Context: an optimization exercise on an open-source flow, tuned for small area, a short achievable clock period and few clock cycles per item. The choices shown serve that exercise and are no tape-out recipe.
At most, simulation tests tie the RTL to the original design; equivalence was not proved.
Power is estimated from default activity; no workload was simulated.

Setup of the reference run:
Design medfilter2, start of the top module:
module medfilter2
(
  CLK,
  RSTn,
  Start_sig,
  Done_sig,
  Data_out,
  Rom_addr,
  Rom_data
);
Size: about 610 cells after synthesis, ~38 I/O pins.
make LEC_CHECK=0 CAP_MARGIN=20 CORE_MARGIN=2 CORE_UTILIZATION=40 SLEW_MARGIN=20 finish   # period 5.5 ns
run.sh (not shown) runs the stock make flow with config.mk's settings and CLKGATE_MAP_FILE= SYNTH_SCRIPT=/design/flow/synth_recipe.tcl, a recipe that flattens the netlist after the stock synthesis.
Input changes introduced in the trial run (baseline for comparison: the reference run):
diff --git a/flow/config.mk b/flow/config.mk
--- a/flow/config.mk
+++ b/flow/config.mk
@@ -9,3 +9,4 @@
 export CORE_MARGIN = 2
 export CORE_UTILIZATION = 40
+export SETUP_SLACK_MARGIN = 3.3
 export SLEW_MARGIN = 20
## What came out
Arrival time of the worst setup path: the reference run and the trial run compared, lower one is the trial run
In the trial run, maximum frequency is higher than in the reference run.
Power dissipated by switching net loads grows by more than 10% when moving from the reference run to the trial run.
The trial run vs. the reference run: sequential share of cell area went down by 3.2 points; first-pass iteration count of the detailed router went up by 1; setup slack went up by 370 ps; post-route cell area went up by 710 um2; synthesized-area fraction occupied by xor and xnor cells was more or less identical.
From the reference run to the trial run the numbers moved as follows: critical path's largest stage delay now smaller; wire length of the first global-routing pass now larger.
No functional check of the RTL was part of any run of this note.


## the baseline
medfilter2, a different RTL version from the one above (not shown whole).
Size in the first run: roughly 540 cells after synthesis, about 170 flip-flops, ~38 I/O pins.
Settings: LEC_CHECK=0, CAP_MARGIN=20, CORE_MARGIN=2, CORE_UTILIZATION=40, CTS_BUF_LIST=sky130_fd_sc_hd__clkbuf_8, SETUP_SLACK_MARGIN=3.55, SLEW_MARGIN=20; clock period 5.5 ns.
The baseline: done, clean on timing, DRC and antenna
Edits applied to the flow inputs when going from the baseline to the candidate:
# the baseline
export LEC_CHECK = 0
export CAP_MARGIN = 20
export CORE_MARGIN = 2
export CORE_UTILIZATION = 40
export CTS_BUF_LIST = sky130_fd_sc_hd__clkbuf_8
export SETUP_SLACK_MARGIN = 3.55
export SLEW_MARGIN = 20
create_clock -name core_clock -period 5.5 [get_ports {CLK}]
# the candidate
export LEC_CHECK = 0
export CAP_MARGIN = 20
export CORE_MARGIN = 2
export CORE_UTILIZATION = 40
export CTS_BUF_LIST = sky130_fd_sc_hd__clkbuf_8
export SETUP_SLACK_MARGIN = 3.3
export SLEW_MARGIN = 20
create_clock -name core_clock -period 5.5 [get_ports {CLK}]
==> comparison <==
Against the baseline, the candidate reports a non-clock buffer count that is lower.
Comparing the baseline and the candidate, portion of total power attributed to the clock network is lower on the baseline.
Diff the baseline -> the candidate: first-pass GRT wire length -320 um, final cell area excluding filler cells lower, worst slew slack as a fraction of its limit now sits at about the same level.
No run of this note included a check of the RTL's function; only the layout flow was run.


## v4
The RTL this note starts from:
==> flow/design.v <==
`timescale 1ns / 1ps
module medfilter2
(
  CLK,
  RSTn,
  Start_sig,
  Done_sig,
  Data_out,
  Rom_addr,
  Rom_data
);
  input CLK;
  input RSTn;
  input Start_sig;
  output Done_sig;
  output [7:0] Data_out;
  output [17:0] Rom_addr;
  input [7:0] Rom_data;
  reg       start_d;
  reg       run;
  reg [1:0] ph;        
  reg       z;         
  reg       first;     
  reg [8:0] rowA;
  reg [8:0] colA;
  reg       zq;        
  reg       done;
  wire start = Start_sig & ~start_d;
  always @(posedge CLK or negedge RSTn)
    if (!RSTn)
      start_d <= 1'b0;
    else
      start_d <= Start_sig;
  reg       eor;       
  wire [8:0] row_inc  = rowA + 9'd1;
  wire [8:0] row_dec1 = rowA - 9'd1;
  wire [8:0] row_dec2 = {rowA[8:1] - 8'd1, rowA[0]};
  always @(posedge CLK or negedge RSTn)
    if (!RSTn) begin
      run   <= 1'b0;
      ph    <= 2'd0;
      z     <= 1'b0;
      first <= 1'b0;
      rowA  <= 9'd0;
      colA  <= 9'd0;
      zq    <= 1'b0;
      done  <= 1'b0;
      eor   <= 1'b0;
    end else if (start) begin
      run   <= 1'b1;
      ph    <= 2'd0;
      z     <= 1'b1;
      first <= 1'b1;
      rowA  <= 9'd511;
      colA  <= 9'd0;
      zq    <= 1'b1;
      done  <= 1'b0;
      eor   <= 1'b0;
    end else if (run) begin
      ph  <= {ph[0], ~ph[1] & ~ph[0]};
      eor <= ~z & (colA == 9'd511);
      if (ph[1]) begin
        z    <= eor;
        rowA <= eor ? row_dec1 : row_dec2;
        if (!z)
          colA <= colA + 9'd1;
      end else
        rowA <= row_inc;
      zq   <= z | (ph == 2'd0 && rowA == 9'd511) | (ph[1] && rowA == 9'd0);
      done <= (ph == 2'd0) & ~first & ~(~z & colA == 9'd3);
      if (ph == 2'd0 && !z && colA == 9'd2)
        first <= 1'b0;
    end
  assign Rom_addr = {rowA, colA};
  assign Done_sig = done;
  wire g0 = (ph == 2'd0);
  wire g1 = (ph == 2'd1);
  wire g2 = (ph == 2'd2);
  reg [7:0] s0, s1, s2, s3, s4, s5, s6, s7, s8, s9, s10;
  reg [7:0] r0, r1, r2;
  reg [7:0] dout;
  wire swa = (g0 | g1) & gt8(s1, s0);
  wire swb = g2 & gt8(s3, s2);
  wire gab = gt8(s10, s7);
  wire gac = gt8(s10, s4);
  wire gbc = gt8(s7, s4);
  wire oa = g0 ? (gab & gac)   : g1 ? (gab ^ gac)    : (~gab & ~gac);
  wire ob = g0 ? (~gab & gbc)  : g1 ? ~(gab ^ gbc)   : (gab & ~gbc);
  wire oc = g0 ? (~gac & ~gbc) : g1 ? (gac ^ gbc)    : (gac & gbc);
  wire [7:0] op3 = ({8{oa}} & s10) | ({8{ob}} & s7) | ({8{oc}} & s4);
  wire fab = gt8(r2, r1);
  wire fac = gt8(r2, r0);
  wire fbc = gt8(r1, r0);
  wire [7:0] fmed = ({8{fab ^ fac}} & r2) | ({8{~(fab ^ fbc)}} & r1) | ({8{fac ^ fbc}} & r0);
  function gt8;
    input [7:0] a, b;
    reg [7:0] g, p;
    begin
      g = a & ~b;
      p = a | ~b;
      gt8 = g[7] | p[7] & (g[6] | p[6] & (g[5] | p[5] & (g[4] | p[4] &
            (g[3] | p[3] & (g[2] | p[2] & (g[1] | p[1] & g[0]))))));
    end
  endfunction
  always @(posedge CLK) begin
    s0  <= Rom_data & {8{~zq}};
    s1  <= swa ? s1 : s0;
    s2  <= swa ? s0 : s1;
    s3  <= swb ? s3 : s2;
    s4  <= swb ? s2 : s3;
    s5  <= s4;
    s6  <= s5;
    s7  <= s6;
    s8  <= s7;
    s9  <= s8;
    s10 <= s9;
    r0  <= op3;
    r1  <= r0;
    r2  <= r1;
    dout <= fmed;
  end
  assign Data_out = dout;
endmodule
Settings: LEC_CHECK=0, CAP_MARGIN=20, CORE_MARGIN=2, CORE_UTILIZATION=40, SETUP_SLACK_MARGIN=3.3, SLEW_MARGIN=20; clock period 5.5 ns.
The following lists how v56 was set up differently from v4:
-- flow/config.mk --
<<< v4, line 8
>>> v56, line 8
export ABC_CLOCK_PERIOD_IN_PS = 2200
<<< v4, line 11
export SETUP_SLACK_MARGIN = 3.3
>>> v56, line 12
export SETUP_SLACK_MARGIN = 3.4
==> comparison <==
The fraction of layout cells with a size suffix above 1 reported for v56 is greater than that of v4 by 2.5 points. [compare] base=v4 new=v56: global placer's final weighted congestion has decreased, path length in cells of the critical path went up by 3, non-clock buffer count lower. Status: data required time of the critical path parity (v4, v56). Summary of the comparison: post-CTS repair timing setup buffer count is lower in v56, relative to v4. Summary of v56 over v4: post-route cell area -68 um2; worst setup margin up 0.019 ns. Between v4 and v56, number of buffer and inverter instances along the worst setup path increased.
Inputs modified between v56 and v26:
-- flow/config.mk --
<<< v56, line 8
export ABC_CLOCK_PERIOD_IN_PS = 2200
>>> v26, line 8
<<< v56, line 12
export SETUP_SLACK_MARGIN = 3.4
>>> v26, line 11
export CTS_BUF_LIST = sky130_fd_sc_hd__clkbuf_8
export CTS_CLUSTER_DIAMETER = 200
export CTS_CLUSTER_SIZE = 50
Findings:
- On multi-input logic portion of the cell area, v26 and v56 are basically level.
- [v26 vs v56] area of all placed cells without fillers: lower in v26
- As far as initial cell density of the core goes, v56 and v26 are indistinguishable; the numbers are identical.
No functional check of the RTL was part of any run of this note.


// medfilter2: RTL as listed in full above, without the edits since
clock: 5.5 ns
lec_check: 0
cap_margin: 20
core_margin: 2
core_utilization: 40
cts_cluster_diameter: 100
cts_cluster_size: 40
slew_margin: 20
The first run passed the timing, design-rule and antenna checks.
Next try:
--- a/flow/config.mk
+++ b/flow/config.mk
@@ -11,2 +10,0 @@
-export CTS_CLUSTER_DIAMETER = 100
-export CTS_CLUSTER_SIZE = 40
=> The changed run completed without violations; utilization is unchanged; area after synthesis is unchanged; design area does not change; clock skew is unchanged.
Next try:
--- a/flow/config.mk
+++ b/flow/config.mk
@@ -7,0 +8 @@
+export ABC_CLOCK_PERIOD_IN_PS = 1500
@@ -10,0 +12 @@
+export SETUP_SLACK_MARGIN = 3.3
Maximum frequency grows by a few percent. Core utilization rose by 3.9 points. Via count grows by a few percent. Global-route usage came out higher by 0.65 points.
Function was not checked in any run of this note: the RTL went through the layout flow alone.


== run 1 ==
medfilter2, a different RTL version from the one above (not shown whole).
For scale: about 510 cells after synthesis, ~160 flip-flops, about 5800 um2 of cells after synthesis.
Settings: LEC_CHECK=0, CAP_MARGIN=20, CORE_MARGIN=2, CORE_UTILIZATION=40, CTS_BUF_LIST=sky130_fd_sc_hd__clkbuf_8, SETUP_SLACK_MARGIN=3.4, SLEW_MARGIN=20; clock period 5.5 ns.
standard.sh (not shown) runs the stock make flow with config.mk's settings and CLKGATE_MAP_FILE= SYNTH_SCRIPT=/design/flow/synth_recipe.tcl, a recipe that flattens the netlist after the stock synthesis.
==> flow/flow/run.sh <==
#!/bin/bash
# The standard layout (standard.sh) with two changes:
# - the port buffers that placement inserts are the library's smallest
#   buffer instead of a delay cell; timing repair resizes them where needed;
# - clock tree synthesis does not add dummy loads to the clock nets.
export BUFFER_PORTS_ARGS="-buffer_cell sky130_fd_sc_hd__buf_1"
export CTS_ARGS="-sink_clustering_enable -repair_clock_nets -buf_list sky130_fd_sc_hd__clkbuf_8 -dont_use_dummy_load"
bash standard.sh > standard.log 2>&1
In summary, run 1 completed successfully, with a layout that passed the timing, design-rule and antenna checks.
Testbench counts of run 1, summed over its fixed seeds: cycles 2,363,946, items 786,432.
Inputs modified between run 1 and run 2:
# run 1
export LEC_CHECK = 0
export CAP_MARGIN = 20
export CORE_MARGIN = 2
export CORE_UTILIZATION = 40
export CTS_BUF_LIST = sky130_fd_sc_hd__clkbuf_8
export SETUP_SLACK_MARGIN = 3.4
export SLEW_MARGIN = 20
create_clock -name core_clock -period 5.5 [get_ports {CLK}]
# run 2
export LEC_CHECK = 0
export CAP_MARGIN = 20
export CORE_MARGIN = 2
export CORE_UTILIZATION = 40
export CTS_BUF_LIST = sky130_fd_sc_hd__clkbuf_8
export SETUP_SLACK_MARGIN = 3.2
export SLEW_MARGIN = 20
create_clock -name core_clock -period 5.5 [get_ports {CLK}]
Notes after the runs:
- Lower minimum period implied by the final worst setup slack was reported by run 1, not run 2.
- Number of cells on the critical path: run 2 vs run 1 identical
- From run 1 to run 2 the numbers moved as follows: hold slack held, total core area shows no meaningful change, total power went down.
- Row area growth from synthesis to layout: run 2 lower / run 1 higher
- Run 2 went all the way through synthesis, placement and routing and the layout is clean on timing, DRC and antenna.
- Taking run 1 as the reference point, the portion of total power attributed to combinational logic of run 2 falls by 0.9 points.
- Reported for run 1 and run 2, pin count of the biggest net entering global routing turned out identical to the last digit.
Inputs modified between run 2 and run 3:
# run 2
export LEC_CHECK = 0
export CAP_MARGIN = 20
export CORE_MARGIN = 2
export CORE_UTILIZATION = 40
export CTS_BUF_LIST = sky130_fd_sc_hd__clkbuf_8
export SETUP_SLACK_MARGIN = 3.2
export SLEW_MARGIN = 20
create_clock -name core_clock -period 5.5 [get_ports {CLK}]
# run 3
export LEC_CHECK = 0
export CAP_MARGIN = 20
export CORE_MARGIN = 2
export CORE_UTILIZATION = 40
export CTS_BUF_LIST = sky130_fd_sc_hd__clkbuf_8
export SETUP_SLACK_MARGIN = 3.3
export SLEW_MARGIN = 20
create_clock -name core_clock -period 5.5 [get_ports {CLK}]
==> comparison <==
Run 2 → run 3: critical path data arrival time now smaller, first-iteration DRC count now larger, compound-gate portion of the synthesized area comparable, switching power share of the total comparable, layout net count comparable.
Summary — met3 wire length, run 3 relative to run 2: higher, by about 15%.
Changes observed in run 3 relative to run 2: final wirelength essentially unchanged, count of vias placed by the detailed router now larger, number of logic inverters in the finished layout has remained practically unchanged.
Diff run 2 -> run 3: area growth from synthesis to layout went up; layout buffer count excluding clock buffers went up.

-- what the ideal ports hide --
Ports are ideal in the flow. The routed layouts listed here were re-timed in OpenROAD. Step 1 assumes that a clkbuf_16 drives the clock port and a buf_2 every other input. Step 2 also shifts input and output timing later by t, the mid clock arrival at the registers, as if the neighbouring blocks saw the same clock. Three values: no drivers, after step 1, after step 2; two values: the first two.
run | t, ns | setup slack, ns | pins driven straight from the clock port
the reference run | 0.456 | 2.645 / 2.645 / 2.645 | 1
the trial run | 0.454 | 3.012 / 3.012 / 3.012 | 1
the baseline | 0.477 | 3.375 / 3.339 / 3.557 | 1
the candidate | 0.479 | 3.377 / 3.341 / 3.476 | 1
v4 | 0.463 | 2.863 / 2.863 / 2.863 | 1
v56 | 0.461 | 2.883 / 2.883 / 2.883 | 1
v26 | 0.474 | 2.718 / 2.703 / 2.718 | 1
the first run of note 4 | 0.459 | 2.716 / 2.716 / 2.716 | 1
the second run of note 4 | 0.459 | 2.716 / 2.716 / 2.716 | 1
the third run of note 4 | 0.463 | 2.863 / 2.863 / 2.863 | 1
run 1 | 0.456 | 3.464 / 3.431 / 3.542 | 1
run 2 | 0.458 | 3.298 / 3.265 / 3.432 | 1
run 3 | 0.459 | 3.387 / 3.353 / 3.432 | 1
After both steps every run listed still meets setup and hold.
